Context: an optimization exercise on an open-source flow, tuned for small area, a short achievable clock period and few clock cycles per item. The choices shown serve that exercise and are no tape-out recipe. At most, simulation tests tie the RTL to the original design; equivalence was not proved.

==> flow/design.v (excerpt) <==
module ascon_p_serial_multiround     
     #(parameter BW = 64) (
         input clk,
         input rstn,
         input en,                        
         input en_inc,                    
         input [2:0] slice_idx,           
         input [BW-1:0] slice_in,         
         output reg [BW-1:0] slice_out,   
         output done                      
     );
clock: 4.2 ns
lec_check: 0
cap_margin: 20
core_margin: 2
core_utilization: 40
slew_margin: 20
run.sh (not shown) runs the stock make flow with config.mk's settings and CLKGATE_MAP_FILE= SYNTH_SCRIPT=/design/flow/synth_recipe.tcl, a recipe that flattens the netlist after the stock synthesis.
Testbench counts at the start, summed over its fixed seeds: cycles 6,576, items 384.
Then changed:
Settings changed: SETUP_SLACK_MARGIN set to 2.2.
Result:
- The changed run went through all stages and came out clean
- non-clock buffer count came out higher by 379
- cell count came out higher by roughly a tenth
- cell area came out higher by a quarter to a third
- area after synthesis stays the same
- register-to-register slack gains 910 ps
Then changed:
Settings changed: CORE_UTILIZATION 40 to 70, SETUP_SLACK_MARGIN 2.2 to 2.3.
Result: Now the flow never finished: it broke off in clock tree synthesis (4_1_cts) with DPL-0038. Synthesized cell count does not change. Synthesized area is unchanged.
Then changed:
Settings changed: CORE_UTILIZATION 70 to 40, SETUP_SLACK_MARGIN 2.3 to 1.5.
Outcome:
- Now the flow passed the timing, DRC and antenna checks
- area after synthesis stays the same
- synthesized cell count does not change

---

ascon_p_serial_multiround, a different RTL version from the one above (not shown whole).
For scale: about 2900 cells after synthesis, ~140 I/O pins, about 28000 µm² of cells after synthesis.
==> flow/config.mk <==
export PLATFORM = sky130hd
export DESIGN_NAME = ascon_p_serial_multiround
export DESIGN_NICKNAME = ascon_p_serial_multiround
export VERILOG_FILES = /design/flow/design.v
export SDC_FILE = /design/flow/constraint.sdc
export NUM_CORES = 4
export LEC_CHECK = 0
export CAP_MARGIN = 20
export CORE_MARGIN = 2
export CORE_UTILIZATION = 55
export PLACE_DENSITY = 0.75
export SETUP_SLACK_MARGIN = 1.9
export SLEW_MARGIN = 60
export SYNTH_HIERARCHICAL = 1
export SYNTH_MINIMUM_KEEP_SIZE = 0
==> flow/constraint.sdc <==
create_clock -name core_clock -period 4.2 [get_ports {clk}]
set_input_delay 0.8400 -clock core_clock [delete_from_list [all_inputs] [get_ports {clk}]]
set_output_delay 0.8400 -clock core_clock [all_outputs]
set_load 0.01 [all_outputs]
standard.sh (not shown) runs the stock make flow with config.mk's settings and CLKGATE_MAP_FILE= SYNTH_SCRIPT=/design/flow/synth_recipe.tcl, a recipe that flattens the netlist after the stock synthesis.
==> flow/flow/run.sh <==
#!/bin/bash
# Layout flow: the standard ORFS flow (standard.sh, all steps from
# synthesis to the final DEF), with the port buffers made of plain
# sky130_fd_sc_hd__buf_2 cells instead of the delay buffers buffer_ports
# picks by default. Everything ORFS prints goes to run_standard.log here;
# each ORFS step also keeps its own log under orfs/logs/.
set -euo pipefail
export BUFFER_PORTS_ARGS="-buffer_cell sky130_fd_sc_hd__buf_2"
bash standard.sh > run_standard.log 2>&1
Testbench counts at the start, summed over its fixed seeds: cycles 6,576, items 384.
Then changed:
Settings changed: CORE_UTILIZATION 55 to 50, PLACE_DENSITY 0.75 to 0.72, SETUP_SLACK_MARGIN 1.9 to 2.1.
Effect: Synthesized area stays the same; non-clock buffer count increases by 82.
Then changed:
Settings changed: CAP_MARGIN 20 to 40, SETUP_SLACK_MARGIN 2.1 to 1.9, SLEW_MARGIN 60 to 80.
The new run finished clean. Utilization increases by 11 points. Synthesized cell count stays the same. Final area increases by 16%. Non-clock buffer count is higher by 361.
Then changed:
--- a/flow/flow/run.sh
+++ b/flow/flow/run.sh
@@ -8,0 +9 @@
+export SETUP_MOVE_SEQUENCE="sizeup,swap,buffer"
Settings changed: CAP_MARGIN 40 to 20, CTS_BUF_LIST set to sky130_fd_sc_hd__clkbuf_16, CTS_CLUSTER_DIAMETER set to 85, CTS_CLUSTER_SIZE set to 25, SLEW_MARGIN 80 to 60.
After rerunning:
- The changed run finished clean
- die area is unchanged
- routed wire length is lower by 22%
- setup slack is better by 0.17 ns
- first-iteration DRC count is lower by 31%
- non-clock buffer count decreases by 468
- clock-buffer cell count drops by 42
- design area came out lower by 22%
Then changed:
--- a/flow/flow/run.sh
+++ b/flow/flow/run.sh
@@ -9 +8,0 @@
-export SETUP_MOVE_SEQUENCE="sizeup,swap,buffer"
Settings changed: SETUP_SLACK_MARGIN 1.9 to 1.75.
=>
- count of clock-buffer cells in the layout stays the same
- register-to-register slack is worse by 0.10 ns
- wire length hardly moves
- worst setup slack is worse by 0.10 ns
Then changed:
Settings changed: CORE_UTILIZATION 50 to 60, SETUP_SLACK_MARGIN 1.75 to 1.9.
Outcome: The new run completed without violations; sequential share of layout area shrinks by 0.32 points; clock-buffer cell count is unchanged; worst setup slack improved by 0.065 ns; routed wire length goes down by 0.43%.

---

rev 12:
ascon_p_serial_multiround, a different RTL version from the one above (not shown whole).
Size: roughly 2,900 cells after synthesis, about 390 flip-flops, about 140 I/O pins.
// ascon_p_serial_multiround
module ascon_p_serial_multiround     
     #(parameter BW = 64) (
         input clk,
         input rstn,
         input en,                        
         input en_inc,                    
         input [2:0] slice_idx,           
         input [BW-1:0] slice_in,         
         output reg [BW-1:0] slice_out,   
         output done                      
     );
==> flow/config.mk <==
export PLATFORM = sky130hd
export DESIGN_NAME = ascon_p_serial_multiround
export DESIGN_NICKNAME = ascon_p_serial_multiround
export VERILOG_FILES = /design/flow/design.v
export SDC_FILE = /design/flow/constraint.sdc
export NUM_CORES = 4
export LEC_CHECK = 0
export CAP_MARGIN = 20
export CORE_MARGIN = 2
export CORE_UTILIZATION = 60
export SLEW_MARGIN = 20
export SYNTH_HIERARCHICAL = 1
export SYNTH_MINIMUM_KEEP_SIZE = 0
==> flow/constraint.sdc <==
create_clock -name core_clock -period 4.2 [get_ports {clk}]
set_input_delay 0.8400 -clock core_clock [delete_from_list [all_inputs] [get_ports {clk}]]
set_output_delay 0.8400 -clock core_clock [all_outputs]
set_load 0.01 [all_outputs]
run.sh (not shown) runs the stock make flow with config.mk's settings and CLKGATE_MAP_FILE= SYNTH_SCRIPT=/design/flow/synth_recipe.tcl, a recipe that flattens the netlist after the stock synthesis.
Stock flow here: none of the scripts above is used.
Looking at the reports, rev 12 completed the entire flow and the layout it produced met the timing, DRC and antenna checks.
--- input diff rev 12..rev 13 ---
--- a/flow/config.mk
+++ b/flow/config.mk
@@ -8,5 +8,6 @@
 export CAP_MARGIN = 20
 export CORE_MARGIN = 2
-export CORE_UTILIZATION = 60
+export CORE_UTILIZATION = 50
+export SETUP_SLACK_MARGIN = 1.8
 export SLEW_MARGIN = 20
 export SYNTH_HIERARCHICAL = 1
## What came out
- Compared with rev 12, rev 13 shows layout cell share with drive strength beyond 1 higher by 15 points.
- Of rev 13 and rev 12, it is rev 13 that has the higher fill cell instance count of the final layout.
- Taking rev 12 as the reference point, the non-clock buffer area fraction after layout of rev 13 rises by 1.3 points.
- Hold slack, rev 13 and rev 12, higher one = rev 12.
- Delay of the slowest cell on the worst path for rev 13: 0.30 ns down relative to rev 12
- Number of global-route vias before repair (rev 13 vs. rev 12) decreases slightly
- From rev 13 to rev 12, count of flip-flops with a built-in enable after synthesis did not move at all.
- Total met3 wirelength after detailed routing: rev 13 vs rev 12 — no meaningful difference
- Compare rev 13 and rev 12 | area added between synthesis and finish lower: rev 12
- STATUS area of the core: rev 13 loses against rev 12
- Compared to rev 12, the routing of rev 13 uses more wire.
Function was not checked in any run of this note: the RTL went through the layout flow alone.

---

== the baseline ==
The RTL this note starts from:
==> flow/design.v <==
`timescale 1ns / 1ps
module rotr
    #(parameter BW = 64)
    (
        input [BW - 1:0] val,     
        input [5:0] n_1,          
        input [5:0] n_2,          
        output [BW - 1:0] out
    );
    assign out = ((val >> n_1) | (val << (BW - n_1))) ^ ((val >> n_2) | (val << (BW - n_2)));
endmodule
module ascon_xor (input a, input b, output y);
    assign y = a ^ b;
endmodule
module ascon_xnor (input a, input b, output y);
    assign y = ~(a ^ b);
endmodule
module ascon_orn (input a, input b, output y);
    assign y = a | ~b;
endmodule
module ascon_or (input a, input b, output y);
    assign y = a | b;
endmodule
module ascon_muxi (input s, input a, input b, output y);
    assign y = ~(s ? a : b);
endmodule
module ascon_c1 (input x1, input x2, input x3, output y);
    assign y = x1 ? ~(x3 & x2) : (x3 & ~x2);
endmodule
module ascon_c1i (input x1, input x2n, input x3, output y);
    assign y = x1 ? ~(x3 & ~x2n) : (x3 & x2n);
endmodule
module ascon_c3 (input x0, input x3, input x4, output y);
    assign y = (x3 & x0) | (x3 & ~x4) | (x0 & ~x4);
endmodule
module ascon_nxt (input ld, input d, input h, input q, input advn, input rn, output n);
    assign n = ~((advn | rn) & ~((ld & d) | (h & q)));
endmodule
module ascon_rd (input [4:0] s, input [4:0] x, output y);
    assign y = |(s & x);
endmodule
`timescale 1ns / 1ps
module round_counter (
    input            clk,
    input            rstn,
    input            en,       
    input            inc,      
    output reg [3:0] dout,     
    output reg       done,     
    output           adv,      
    output     [3:0] knext     
);
    assign adv   = rstn & ~en & inc & ~done;
    assign knext = (dout == 4'd11) ? 4'd0 : dout + 4'd1;
    always @(posedge clk) begin
        if (!rstn || en) begin
            dout <= 4'd0;
            done <= 1'b0;
        end else if (inc && !done) begin
            dout <= dout + 4'd1;
            if (dout == 4'd11)
                done <= 1'b1;
        end
    end
endmodule
`timescale 1ns / 1ps
module ascon_p_serial_multiround     
     #(parameter BW = 64) (
         input clk,
         input rstn,
         input en,                        
         input en_inc,                    
         input [2:0] slice_idx,           
         input [BW-1:0] slice_in,         
         output reg [BW-1:0] slice_out,   
         output done                      
     );
    reg  [BW-1:0] x0, x1, x2, x3, x4;
    wire [3:0]    round;
    wire [3:0]    knext;
    wire          adv;
    round_counter round_ctr (
        .clk(clk), .rstn(rstn), .en(en), .inc(en_inc),
        .dout(round), .done(done), .adv(adv), .knext(knext)
    );
    wire [7:0] kadd = {knext, knext};     
    wire [BW-1:0] d0, d1, d2, d3, d4n;    
    genvar i;
    generate
        for (i = 0; i < BW; i = i + 1) begin : g_sbox
            wire b0, b2, t0n, t2n, c0, c1, c2n, c3, e4, b4;
            ascon_xor  XB0(.a(x0[i]), .b(x4[i]), .y(b0));
            ascon_orn  T2 (.a(x3[i]), .b(x4[i]), .y(t2n));           
            if (i >= 4 && i < 8) begin : g_inv
                ascon_xnor XB2(.a(x2[i]), .b(x1[i]), .y(b2));
                ascon_or   T0 (.a(x1[i]), .b(x2[i]), .y(t0n));       
                ascon_c1i  C1 (.x1(x1[i]), .x2n(x2[i]), .x3(x3[i]), .y(c1));
            end else begin : g_pos
                ascon_xor  XB2(.a(x2[i]), .b(x1[i]), .y(b2));
                ascon_orn  T0 (.a(x1[i]), .b(x2[i]), .y(t0n));       
                ascon_c1   C1 (.x1(x1[i]), .x2(x2[i]), .x3(x3[i]), .y(c1));
            end
            ascon_xnor XC0(.a(b0), .b(t0n), .y(c0));                 
            ascon_xor  XC2(.a(b2), .b(t2n), .y(c2n));                
            ascon_c3   C3 (.x0(x0[i]), .x3(x3[i]), .x4(x4[i]), .y(c3));
            ascon_xnor XE4(.a(x3[i]), .b(x0[i]), .y(e4));
            ascon_xor  XB4(.a(x4[i]), .b(x3[i]), .y(b4));
            ascon_muxi C4 (.s(x1[i]), .a(e4), .b(b4), .y(d4n[i]));   
            ascon_xnor XD0(.a(c0), .b(d4n[i]), .y(d0[i]));           
            ascon_xor  XD1(.a(c1), .b(c0), .y(d1[i]));               
            ascon_xnor XD3(.a(c3), .b(c2n), .y(d3[i]));              
            assign d2[i] = c2n;                                      
        end
    endgenerate
    wire ld0 = rstn & en & (slice_idx == 3'd0);
    wire ld1 = rstn & en & (slice_idx == 3'd1);
    wire ld2 = rstn & en & (slice_idx == 3'd2);
    wire ld3 = rstn & en & (slice_idx == 3'd3);
    wire ld4 = rstn & en & (slice_idx == 3'd4);
    wire h0  = rstn & ~ld0 & ~adv;
    wire h1  = rstn & ~ld1 & ~adv;
    wire h2  = rstn & ~ld2 & ~adv;
    wire h3  = rstn & ~ld3 & ~adv;
    wire h4  = rstn & ~ld4 & ~adv;
    wire advn = ~adv;
    wire [BW-1:0] n0, n1, n2, n3, n4;
    generate
        for (i = 0; i < BW; i = i + 1) begin : g_lin
            wire p0, p1, p2, p3, p4;      
            wire r0, r1, r2, r3, r4;      
            wire e2;
            ascon_xor  P0(.a(d0[(i+19)%64]),  .b(d0[(i+28)%64]),  .y(p0));
            ascon_xor  P1(.a(d1[(i+61)%64]),  .b(d1[(i+39)%64]),  .y(p1));
            ascon_xor  P2(.a(d2[(i+1)%64]),   .b(d2[(i+6)%64]),   .y(p2));
            ascon_xor  P3(.a(d3[(i+10)%64]),  .b(d3[(i+17)%64]),  .y(p3));
            ascon_xor  P4(.a(d4n[(i+7)%64]),  .b(d4n[(i+41)%64]), .y(p4));
            ascon_xnor R0(.a(p0), .b(d0[i]),  .y(r0));
            ascon_xnor R1(.a(p1), .b(d1[i]),  .y(r1));
            if (i < 8) begin : g_rc
                ascon_xor  K2(.a(d2[i]), .b(kadd[i]), .y(e2));
            end else begin : g_norc
                assign e2 = d2[i];
            end
            ascon_xnor R2(.a(p2), .b(e2),     .y(r2));
            ascon_xnor R3(.a(p3), .b(d3[i]),  .y(r3));
            ascon_xor  R4(.a(p4), .b(d4n[i]), .y(r4));              
            ascon_nxt  N0(.ld(ld0), .d(slice_in[i]), .h(h0), .q(x0[i]), .advn(advn), .rn(r0), .n(n0[i]));
            ascon_nxt  N1(.ld(ld1), .d(slice_in[i]), .h(h1), .q(x1[i]), .advn(advn), .rn(r1), .n(n1[i]));
            ascon_nxt  N2(.ld(ld2), .d(slice_in[i]), .h(h2), .q(x2[i]), .advn(advn), .rn(r2), .n(n2[i]));
            ascon_nxt  N3(.ld(ld3), .d(slice_in[i]), .h(h3), .q(x3[i]), .advn(advn), .rn(r3), .n(n3[i]));
            ascon_nxt  N4(.ld(ld4), .d(slice_in[i]), .h(h4), .q(x4[i]), .advn(advn), .rn(r4), .n(n4[i]));
        end
    endgenerate
    always @(posedge clk) begin
        x0 <= n0; x1 <= n1; x2 <= n2; x3 <= n3; x4 <= n4;
    end
    wire [4:0] sel;
    assign sel[0] = (slice_idx == 3'd0);
    assign sel[1] = (slice_idx == 3'd1);
    assign sel[2] = (slice_idx == 3'd2);
    assign sel[3] = (slice_idx == 3'd3);
    assign sel[4] = (slice_idx == 3'd4);
    wire [BW-1:0] rd;
    generate
        for (i = 0; i < BW; i = i + 1) begin : g_rd
            ascon_rd RD(.s(sel), .x({x4[i], x3[i], x2[i], x1[i], x0[i]}), .y(rd[i]));
        end
    endgenerate
    always @(posedge clk)
        slice_out <= rd;
endmodule
clock: 4.2 ns
lec_check: 0
cap_margin: 20
core_margin: 2
core_utilization: 50
cts_buf_list: sky130_fd_sc_hd__clkbuf_16
cts_cluster_diameter: 85
cts_cluster_size: 25
place_density: 0.72
setup_slack_margin: 1.9
slew_margin: 60
synth_hierarchical: 1
synth_minimum_keep_size: 0
Testbench counts of the baseline, summed over its fixed seeds: cycles 6,576, items 384.
Changes in the candidate relative to the baseline:
- changing SLEW_MARGIN from 60 to 20
- removing PLACE_DENSITY (formerly 0.72)
- changing CORE_UTILIZATION from 50 to 65
- changing SETUP_SLACK_MARGIN from 1.9 to 2.2
- removing CTS_BUF_LIST (formerly sky130_fd_sc_hd__clkbuf_16)
- removing CTS_CLUSTER_SIZE (formerly 25)
- removing CTS_CLUSTER_DIAMETER (formerly 85)
==> results.txt <==
- The candidate vs the baseline, routability congestion estimate from global placement went up by 0.032.
- [compare] base=the baseline new=the candidate: clock buffer count from CTS went up; detailed placement HPWL decreased by 11000 um relative to the old numbers; instance area at placement decreased by 7.4% relative to the old numbers; number of buffers inserted by post-CTS setup repair now sits higher; worst-case setup slack after placement went up 0.082 ns.
- From the baseline to the candidate, number of clock sinks did not move at all.
- The candidate failed in global routing (5_1_grt) with DPL-0038.
- Across both runs, y dimension of the die was lower for the candidate than for the baseline.

## port drivers added, routing unchanged
No port has a modelled driver above. Below, the same layouts with a new extraction and two added sets of constraints.
Step 1 (the two cells are an assumption about what drives the block):
set clk [get_ports {clk}]
set_driving_cell -lib_cell sky130_fd_sc_hd__clkbuf_16 $clk
set_driving_cell -lib_cell sky130_fd_sc_hd__buf_2 [delete_from_list [all_inputs] $clk]
Step 2, shift: input delay + t, output delay - t, t = (earliest + latest rising clock arrival at the registers) / 2. This alone moves slack from input paths to output paths.
Three values: ideal ports, drivers, drivers and shift; two values: the first two.
| run | t, ns | setup WS [ns] | hold WS [ns] | worst data-port slew with drivers (ns) | pins driven straight from the clock port |
|---|---|---|---|---|---|
| the first run of note 1 | 0.676 | 1.165 / 1.165 / 0.574 | 0.537 / 0.537 / 0.537 | 0.06 | 1 |
| the second run of note 1 | 0.693 | 2.078 / 2.078 / 1.526 | 0.509 / 0.509 / 0.509 | 0.05 | 1 |
| the fourth run of note 1 | 0.679 | 1.430 / 1.430 / 0.893 | 0.536 / 0.536 / 0.536 | 0.06 | 1 |
| the first run of note 2 | 0.651 | 1.835 / 1.835 / 1.368 | 0.544 / 0.511 / 0.546 | 0.06 | 1 |
| the second run of note 2 | 0.669 | 1.932 / 1.932 / 1.521 | 0.534 / 0.498 / 0.534 | 0.07 | 1 |
| the third run of note 2 | 0.677 | 1.674 / 1.674 / 1.389 | 0.519 / 0.493 / 0.519 | 0.07 | 1 |
| the fourth run of note 2 | 0.671 | 1.847 / 1.847 / 1.406 | 0.519 / 0.481 / 0.541 | 0.07 | 1 |
| the fifth run of note 2 | 0.667 | 1.744 / 1.744 / 1.413 | 0.524 / 0.482 / 0.541 | 0.07 | 1 |
| the sixth run of note 2 | 0.665 | 1.809 / 1.809 / 1.392 | 0.515 / 0.484 / 0.555 | 0.04 | 1 |
| rev 12 | 0.662 | 0.986 / 0.986 / 0.703 | 0.534 / 0.534 / 0.534 | 0.04 | 1 |
| rev 13 | 0.671 | 1.643 / 1.643 / 1.197 | 0.528 / 0.528 / 0.528 | 0.04 | 1 |
| the baseline | 0.665 | 1.872 / 1.868 / 1.358 | 0.574 / 0.574 / 0.574 | 0.06 | 1 |
After both steps setup and hold are still met in every run listed. The setup slack of the first run of note 1, which loses most, moves by 0.000 ns with the drivers and by -0.591 ns with both steps.
